Background: an optimization exercise with open tools, aiming at small area. Do not read the settings as production practice. Function was checked by simulation only, so behaviour that the tests miss may differ from the original. No activity file was given, so power comes from the tool's default toggle rates.

Setup of run a:
## stopwatch
module stopwatch(input CLOCK, input rst, input tick, input SW1, SW0, SW2, SW3, SW4, input [3:0] layer, input [31:0] x, y, output [15:0] oled_data);
Size: roughly 230 cells after synthesis, ~19 flip-flops, about 92 I/O pins.
==> flow/config.mk <==
export PLATFORM = sky130hd
export DESIGN_NAME = stopwatch
export DESIGN_NICKNAME = stopwatch
export VERILOG_FILES = /design/flow/design.v
export SDC_FILE = /design/flow/constraint.sdc
export NUM_CORES = 4
export LEC_CHECK = 0
export ABC_AREA = 1
export CAP_MARGIN = 20
export CORE_MARGIN = 2
export CORE_UTILIZATION = 40
export CTS_BUF_LIST = sky130_fd_sc_hd__clkbuf_4
export CTS_CLUSTER_SIZE = 20
export SLEW_MARGIN = 20
==> flow/constraint.sdc <==
create_clock -name core_clock -period 10.0 [get_ports {CLOCK}]
set_input_delay 2.0000 -clock core_clock [delete_from_list [all_inputs] [get_ports {CLOCK}]]
set_output_delay 2.0000 -clock core_clock [all_outputs]
set_load 0.01 [all_outputs]
standard.sh (not shown) runs the stock make flow with config.mk's settings and CLKGATE_MAP_FILE= SYNTH_SCRIPT=/design/flow/synth_recipe.tcl, a recipe that flattens the netlist after the stock synthesis.
==> flow/flow/run.sh <==
#!/bin/bash
# Own layout flow: the standard ORFS flow (the standard.sh), with three changes:
#  1. synthesis maps the logic with an area-oriented ABC recipe (flow/abc_area.script, used
#     through ABC_AREA=1 from a copy of ORFS's scripts folder); the rest of the synthesis
#     script is ORFS's own, so registers keep their names and cell types;
#  2. synthesis does not extract half/full adders (ADDER_MAP_FILE empty), so ABC maps all logic;
#  3. ports are buffered with sky130_fd_sc_hd__buf_1 instead of the cell buffer_ports picks.
# Each step's full output goes to its own log file in the work folder.
set -euo pipefail
W=$(pwd)
rm -rf "$W/scripts_mod"
cp -r "$FLOW_HOME/scripts" "$W/scripts_mod"
cp "$W/flow/abc_area.script" "$W/scripts_mod/abc_area.script"
SCRIPTS_DIR="$W/scripts_mod" ADDER_MAP_FILE= bash standard.sh synth > "$W/flow_synth.log" 2>&1
CTS_ARGS="-buf_list sky130_fd_sc_hd__clkbuf_8 -root_buf sky130_fd_sc_hd__clkbuf_8 -dont_use_dummy_load -sink_clustering_enable -sink_clustering_size 30 -sink_clustering_max_diameter 1000 -repair_clock_nets" BUFFER_PORTS_ARGS="-buffer_cell sky130_fd_sc_hd__buf_1" bash standard.sh > "$W/flow_layout.log" 2>&1
==> flow/flow/abc_area.script <==
strash
dc2
balance
rewrite
refactor
balance
rewrite
rewrite -z
balance
refactor -z
rewrite -z
balance
dc2
balance -l
resub -K 6 -l
rewrite -l
resub -K 6 -N 2 -l
refactor -l
resub -K 8 -l
balance -l
resub -K 8 -N 2 -l
rewrite -l
resub -K 10 -l
rewrite -z -l
resub -K 10 -N 2 -l
balance -l
resub -K 12 -l
refactor -z -l
resub -K 12 -N 2 -l
rewrite -z -l
balance -l
balance
rewrite
refactor
balance
rewrite
rewrite -z
balance
refactor -z
rewrite -z
balance
balance -l
resub -K 6 -l
rewrite -l
resub -K 6 -N 2 -l
refactor -l
resub -K 8 -l
balance -l
resub -K 8 -N 2 -l
rewrite -l
resub -K 10 -l
rewrite -z -l
resub -K 10 -N 2 -l
balance -l
resub -K 12 -l
refactor -z -l
resub -K 12 -N 2 -l
rewrite -z -l
balance -l
&get -n
&dch -f
&nf -p -a -R 1000
&put
topo
#### Input delta (run b over run a)
-- flow/flow/run.sh --
<<< run a, line 13
cp "$W/flow/abc_area.script" "$W/scripts_mod/abc_area.script"
SCRIPTS_DIR="$W/scripts_mod" ADDER_MAP_FILE= bash standard.sh synth > "$W/flow_synth.log" 2>&1
CTS_ARGS="-buf_list sky130_fd_sc_hd__clkbuf_8 -root_buf sky130_fd_sc_hd__clkbuf_8 -dont_use_dummy_load -sink_clustering_enable -sink_clustering_size 30 -sink_clustering_max_diameter 1000 -repair_clock_nets" BUFFER_PORTS_ARGS="-buffer_cell sky130_fd_sc_hd__buf_1" bash standard.sh > "$W/flow_layout.log" 2>&1
>>> run b, line 13
cp "$W/flow/abc_area.script" "$W/scripts_mod/abc_area.script"
SCRIPTS_DIR="$W/scripts_mod" ADDER_MAP_FILE= bash standard.sh synth > "$W/flow_synth.log" 2>&1
CTS_ARGS="-buf_list sky130_fd_sc_hd__clkbuf_4 -dont_use_dummy_load -sink_clustering_enable -sink_clustering_size 20 -repair_clock_nets" BUFFER_PORTS_ARGS="-buffer_cell sky130_fd_sc_hd__buf_1" bash standard.sh > "$W/flow_layout.log" 2>&1
Notes after the runs:
Number of placement rows came out exactly the same in run a and run b. | total power | run b vs run a | better |. Run b gives less layout-stage area growth over the synthesis result than run a did. The final core utilization in run b was lower than what run a gave. Delta (run b minus run a): worst voltage drop across the vdd grid moved down; clock network power moved down; final critical-path share of the clock period moved down; routed wire length level; worst setup slack moved up. Going from run a to run b, the measured slew at the worst slew-check pin was found to have gone up by 5.6 ps.

* * *

## main
stopwatch, a different RTL version from the one above (not shown whole).
Size: ~210 cells after synthesis, roughly 19 flip-flops, ~0.0015 mm2 of cells after synthesis.
Settings: LEC_CHECK=0, ABC_AREA=1, CAP_MARGIN=20, CORE_MARGIN=2, CORE_UTILIZATION=40, CTS_BUF_LIST=sky130_fd_sc_hd__clkbuf_4, CTS_CLUSTER_SIZE=20, SLEW_MARGIN=20; clock period 10.0 ns.
==> flow/flow/run.sh <==
#!/bin/bash
# Own layout flow: the standard ORFS flow (the standard.sh), with three changes:
#  1. synthesis maps the logic with an area-oriented ABC recipe (flow/abc_area.script, used
#     through ABC_AREA=1 from a copy of ORFS's scripts folder); the rest of the synthesis
#     script is ORFS's own, so registers keep their names and cell types;
#  2. synthesis does not extract half/full adders (ADDER_MAP_FILE empty), so ABC maps all logic;
#  3. ports are buffered with sky130_fd_sc_hd__buf_1 instead of the cell buffer_ports picks.
# Each step's full output goes to its own log file in the work folder.
set -euo pipefail
W=$(pwd)
rm -rf "$W/scripts_mod"
cp -r "$FLOW_HOME/scripts" "$W/scripts_mod"
cp "$W/flow/abc_area.script" "$W/scripts_mod/abc_area.script"
SCRIPTS_DIR="$W/scripts_mod" ADDER_MAP_FILE= bash standard.sh synth > "$W/flow_synth.log" 2>&1
BUFFER_PORTS_ARGS="-buffer_cell sky130_fd_sc_hd__buf_1" bash standard.sh > "$W/flow_layout.log" 2>&1
==> flow/flow/abc_area.script <==
strash
dc2
balance
rewrite
refactor
balance
rewrite
rewrite -z
balance
refactor -z
rewrite -z
balance
dc2
balance -l
resub -K 6 -l
rewrite -l
resub -K 6 -N 2 -l
refactor -l
resub -K 8 -l
balance -l
resub -K 8 -N 2 -l
rewrite -l
resub -K 10 -l
rewrite -z -l
resub -K 10 -N 2 -l
balance -l
resub -K 12 -l
refactor -z -l
resub -K 12 -N 2 -l
rewrite -z -l
balance -l
balance
rewrite
refactor
balance
rewrite
rewrite -z
balance
refactor -z
rewrite -z
balance
balance -l
resub -K 6 -l
rewrite -l
resub -K 6 -N 2 -l
refactor -l
resub -K 8 -l
balance -l
resub -K 8 -N 2 -l
rewrite -l
resub -K 10 -l
rewrite -z -l
resub -K 10 -N 2 -l
balance -l
resub -K 12 -l
refactor -z -l
resub -K 12 -N 2 -l
rewrite -z -l
balance -l
&get -n
&nf -p -a -R 1000 -E 100
&put
topo
What the feature branch does differently from main at the input level:
--- a/flow/flow/abc_area.script
+++ b/flow/flow/abc_area.script
@@ -61 +61,2 @@
-&nf -p -a -R 1000 -E 100
+&dch
+&nf -p -a -R 1000 -E 100 -F 8 -A 8
### Flow results
- Against main, shortest period the worst path allows in the feature branch came out better.
- On area growth from synthesis to layout: between main and the feature branch, it ends up lower for the feature branch.
- As of the feature branch, width of the die had risen slightly compared to main.

* * *

The RTL this note starts from:
==> flow/design.v <==
module stopwatch(input CLOCK, input rst, input tick, input SW1, SW0, SW2, SW3, SW4, input [3:0] layer, input [31:0] x, y, output [15:0] oled_data);
    reg [5:0] cnt;
    reg [3:0] u;
    reg [2:0] t;
    reg [2:0] m;
    reg r, g_, b;
    wire l5 = layer == 4'd5;
    wire act = tick & l5;
    wire top = cnt[5] & cnt[4] & cnt[1];
    always @(posedge CLOCK) begin
        if (rst | (act & SW1)) begin
            cnt <= 0; u <= 0; t <= 0; m <= 0;
        end else if (act & SW0) begin
            cnt <= top ? 6'd0 : cnt + 6'd1;
            if (top & ~m[2]) begin
                if (u[3] & u[0]) begin
                    u <= 0;
                    if (t[2] & t[0]) begin t <= 0; m <= m + 3'd1; end
                    else t <= t + 3'd1;
                end else u <= u + 4'd1;
            end
        end
    end
    wire [5:0] X = x[6:1];
    wire [4:0] Y = y[5:1];
    wire inrow = Y >= 5'd12 && Y <= 5'd18;
    wire ru = X >= 6'd31 && X <= 6'd35;
    wire rt = X >= 6'd24 && X <= 6'd28;
    wire rm = X >= 6'd15 && X <= 6'd19;
    wire [3:0] d = ru ? u : rt ? {1'b0, t} : {1'b0, m};
    wire [2:0] c = X[2:0] + {2'b00, ~rt};
    reg g;
    always @* begin
        case ({d, c, Y[2:0]})
            10'd5,
            10'd6,
            10'd7,
            10'd0,
            10'd1,
            10'd12,
            10'd10,
            10'd20,
            10'd18,
            10'd28,
            10'd26,
            10'd37,
            10'd38,
            10'd39,
            10'd32,
            10'd33,
            10'd69,
            10'd66,
            10'd77,
            10'd74,
            10'd84,
            10'd85,
            10'd86,
            10'd87,
            10'd80,
            10'd81,
            10'd82,
            10'd90,
            10'd98,
            10'd133,
            10'd129,
            10'd130,
            10'd140,
            10'd136,
            10'd138,
            10'd148,
            10'd151,
            10'd146,
            10'd156,
            10'd158,
            10'd154,
            10'd165,
            10'd162,
            10'd197,
            10'd193,
            10'd204,
            10'd202,
            10'd212,
            10'd215,
            10'd210,
            10'd220,
            10'd223,
            10'd218,
            10'd229,
            10'd230,
            10'd224,
            10'd225,
            10'd260,
            10'd261,
            10'd262,
            10'd263,
            10'd256,
            10'd264,
            10'd272,
            10'd285,
            10'd286,
            10'd287,
            10'd280,
            10'd281,
            10'd282,
            10'd288,
            10'd324,
            10'd325,
            10'd326,
            10'd327,
            10'd322,
            10'd332,
            10'd335,
            10'd330,
            10'd340,
            10'd343,
            10'd338,
            10'd348,
            10'd351,
            10'd346,
            10'd356,
            10'd352,
            10'd353,
            10'd389,
            10'd390,
            10'd391,
            10'd384,
            10'd385,
            10'd396,
            10'd399,
            10'd394,
            10'd404,
            10'd407,
            10'd402,
            10'd412,
            10'd415,
            10'd410,
            10'd420,
            10'd416,
            10'd417,
            10'd452,
            10'd460,
            10'd468,
            10'd471,
            10'd464,
            10'd465,
            10'd466,
            10'd476,
            10'd478,
            10'd484,
            10'd485,
            10'd517,
            10'd518,
            10'd512,
            10'd513,
            10'd524,
            10'd527,
            10'd522,
            10'd532,
            10'd535,
            10'd530,
            10'd540,
            10'd543,
            10'd538,
            10'd549,
            10'd550,
            10'd544,
            10'd545,
            10'd581,
            10'd582,
            10'd588,
            10'd591,
            10'd586,
            10'd596,
            10'd599,
            10'd594,
            10'd604,
            10'd607,
            10'd602,
            10'd613,
            10'd614,
            10'd608,
            10'd609,
            10'd1023: g = 1'b1;
            default: g = 1'b0;
        endcase
    end
    wire dig = inrow & (ru | rt | rm) & g;
    reg [52:0] trow;
    always @* begin
        case (y[5:0])
            6'd7: trow = 53'b10001001110011111000100010001001111001110011111001110;
            6'd8: trow = 53'b10001010001000100001010010001010001010001000100010001;
            6'd9: trow = 53'b10001000001000100010001010001010001010001000100000001;
            6'd10: trow = 53'b11111000001000100010001010001001111010001000100001110;
            6'd11: trow = 53'b10001000001000100011111010101000001010001000100010000;
            6'd12: trow = 53'b10001010001000100010001010101000001010001000100010001;
            6'd13: trow = 53'b10001001110000100000000001010000001001110000100001110;
            default: trow = 53'd0;
        endcase
    end
    wire [6:0] tx = x[6:0] - 7'd24;
    wire ttl = (x[6:0] >= 7'd24 && x[6:0] <= 7'd76 && trow[tx[5:0]]) || (y[5:0] == 6'd15 && x[6:0] >= 7'd23 && x[6:0] <= 7'd77);
    wire col = (x[6:0] == 7'd43 || x[6:0] == 7'd44) && (y[5:0] == 6'd27 || y[5:0] == 6'd28 || y[5:0] == 6'd33 || y[5:0] == 6'd34);
    wire lit = ttl | col | dig;
    wire s2 = SW2 & l5;
    wire s3 = ~SW2 & SW3 & l5;
    wire s4 = ~SW2 & ~SW3 & SW4 & l5;
    wire sd = ~(s2 | s3 | s4);
    always @(posedge CLOCK) begin
        if (rst) begin r <= 0; g_ <= 0; b <= 0; end
        else begin
            r <= lit ? (s2 | sd) : (s2 | s4);
            g_ <= lit ? sd : (s2 | s3);
            b <= lit ? (s3 | sd) : s4;
        end
    end
    assign oled_data = {{5{r}}, {6{g_}}, {5{b}}};
endmodule
clock: 10.0 ns
lec_check: 0
cap_margin: 20
core_margin: 2
core_utilization: 40
slew_margin: 20
run.sh (not shown) runs the stock make flow with config.mk's settings and CLKGATE_MAP_FILE= SYNTH_SCRIPT=/design/flow/synth_recipe.tcl, a recipe that flattens the netlist after the stock synthesis.
Stock flow here: none of the scripts above is used.
The starting point went through all stages and came out clean.
Change:
==> flow/flow/run.sh (new file) <==
#!/bin/bash
# Own layout flow: the standard ORFS flow, with two changes:
#  1. synthesis uses an area-oriented ABC recipe (flow/abc_area.script) in place of ORFS's;
#     the rest of the synthesis script is ORFS's own, so registers keep their names and cells.
#  2. ports are buffered with sky130_fd_sc_hd__buf_1 instead of the buffer buffer_ports picks.
set -euo pipefail
W=$(pwd)
rm -rf "$W/scripts_mod"
cp -r "$FLOW_HOME/scripts" "$W/scripts_mod"
cp "$W/flow/abc_area.script" "$W/scripts_mod/abc_area.script"
SCRIPTS_DIR="$W/scripts_mod" bash standard.sh synth > "$W/flow_synth.log" 2>&1
BUFFER_PORTS_ARGS="-buffer_cell sky130_fd_sc_hd__buf_1" bash standard.sh > "$W/flow_layout.log" 2>&1
==> flow/flow/abc_area.script (new file) <==
strash
dch -f
map -a
topo
==> flow/standard.sh (new file) <==
#!/bin/bash
# synth_recipe.tcl (not shown) runs the flow's synth.tcl, then flattens the netlist and writes it again
# the make line also repeats each setting of config.mk as NAME=value (left out here)
make -C /OpenROAD-flow-scripts/flow DESIGN_CONFIG=/design/flow/config.mk WORK_HOME=/design/flow/orfs CLKGATE_MAP_FILE= SYNTH_SCRIPT=/design/flow/synth_recipe.tcl "${@:-finish}"
ABC_AREA = 1   (was default)
removed: flow/run.sh
After rerunning:
- final area is lower by about 20%
- critical path depth goes up by 4
- fmax grows by 6.9%
- setup slack improves by 410 ps
- total power decreases by about 13%
- area after synthesis went down by about 17%

[port drivers added, routing unchanged]
In the flow no input, the clock included, has a driving cell. The finished layouts below were timed again as built, in two steps.
Step 1, drivers: a clkbuf_16 drives CLOCK and a buf_2 each remaining input, both assumed.
Step 2 adds t to the input delays and takes it off the output delays; t is the mean of the earliest and latest rising clock arrival at the registers after step 1. Input paths then give back, and output paths get back, about the clock's delay inside the block.
Three values: ideal ports, drivers, drivers and shift; two values: the first two.
run | t, ns | setup WS [ns] | hold slack, ns | worst setup path after step 2 | latest minus earliest clock arrival (ns)
run a | 0.280 | 5.004 / 4.999 / 4.719 | 0.482 / 0.482 / 0.482 | input to register | 0.017 / 0.017
run b | 0.316 | 5.027 / 5.020 / 4.704 | 0.489 / 0.489 / 0.489 | input to register | 0.033 / 0.032
main | 0.321 | 4.480 / 4.479 / 4.158 | 0.484 / 0.484 / 0.484 | input to register | 0.003 / 0.002
the feature branch | 0.311 | 4.768 / 4.765 / 4.453 | 0.479 / 0.479 / 0.479 | input to register | 0.004 / 0.005
the first run of note 3 | 0.274 | 3.560 / 3.560 / 3.286 | 0.516 / 0.516 / 0.516 | input to register | 0.006 / 0.006
the second run of note 3 | 0.274 | 3.974 / 3.974 / 3.701 | 0.453 / 0.453 / 0.453 | input to register | 0.004 / 0.003
After both steps setup and hold are still met in every run listed. The setup slack of run b, which loses most, moves by -0.007 ns with the drivers and by -0.323 ns with both steps.
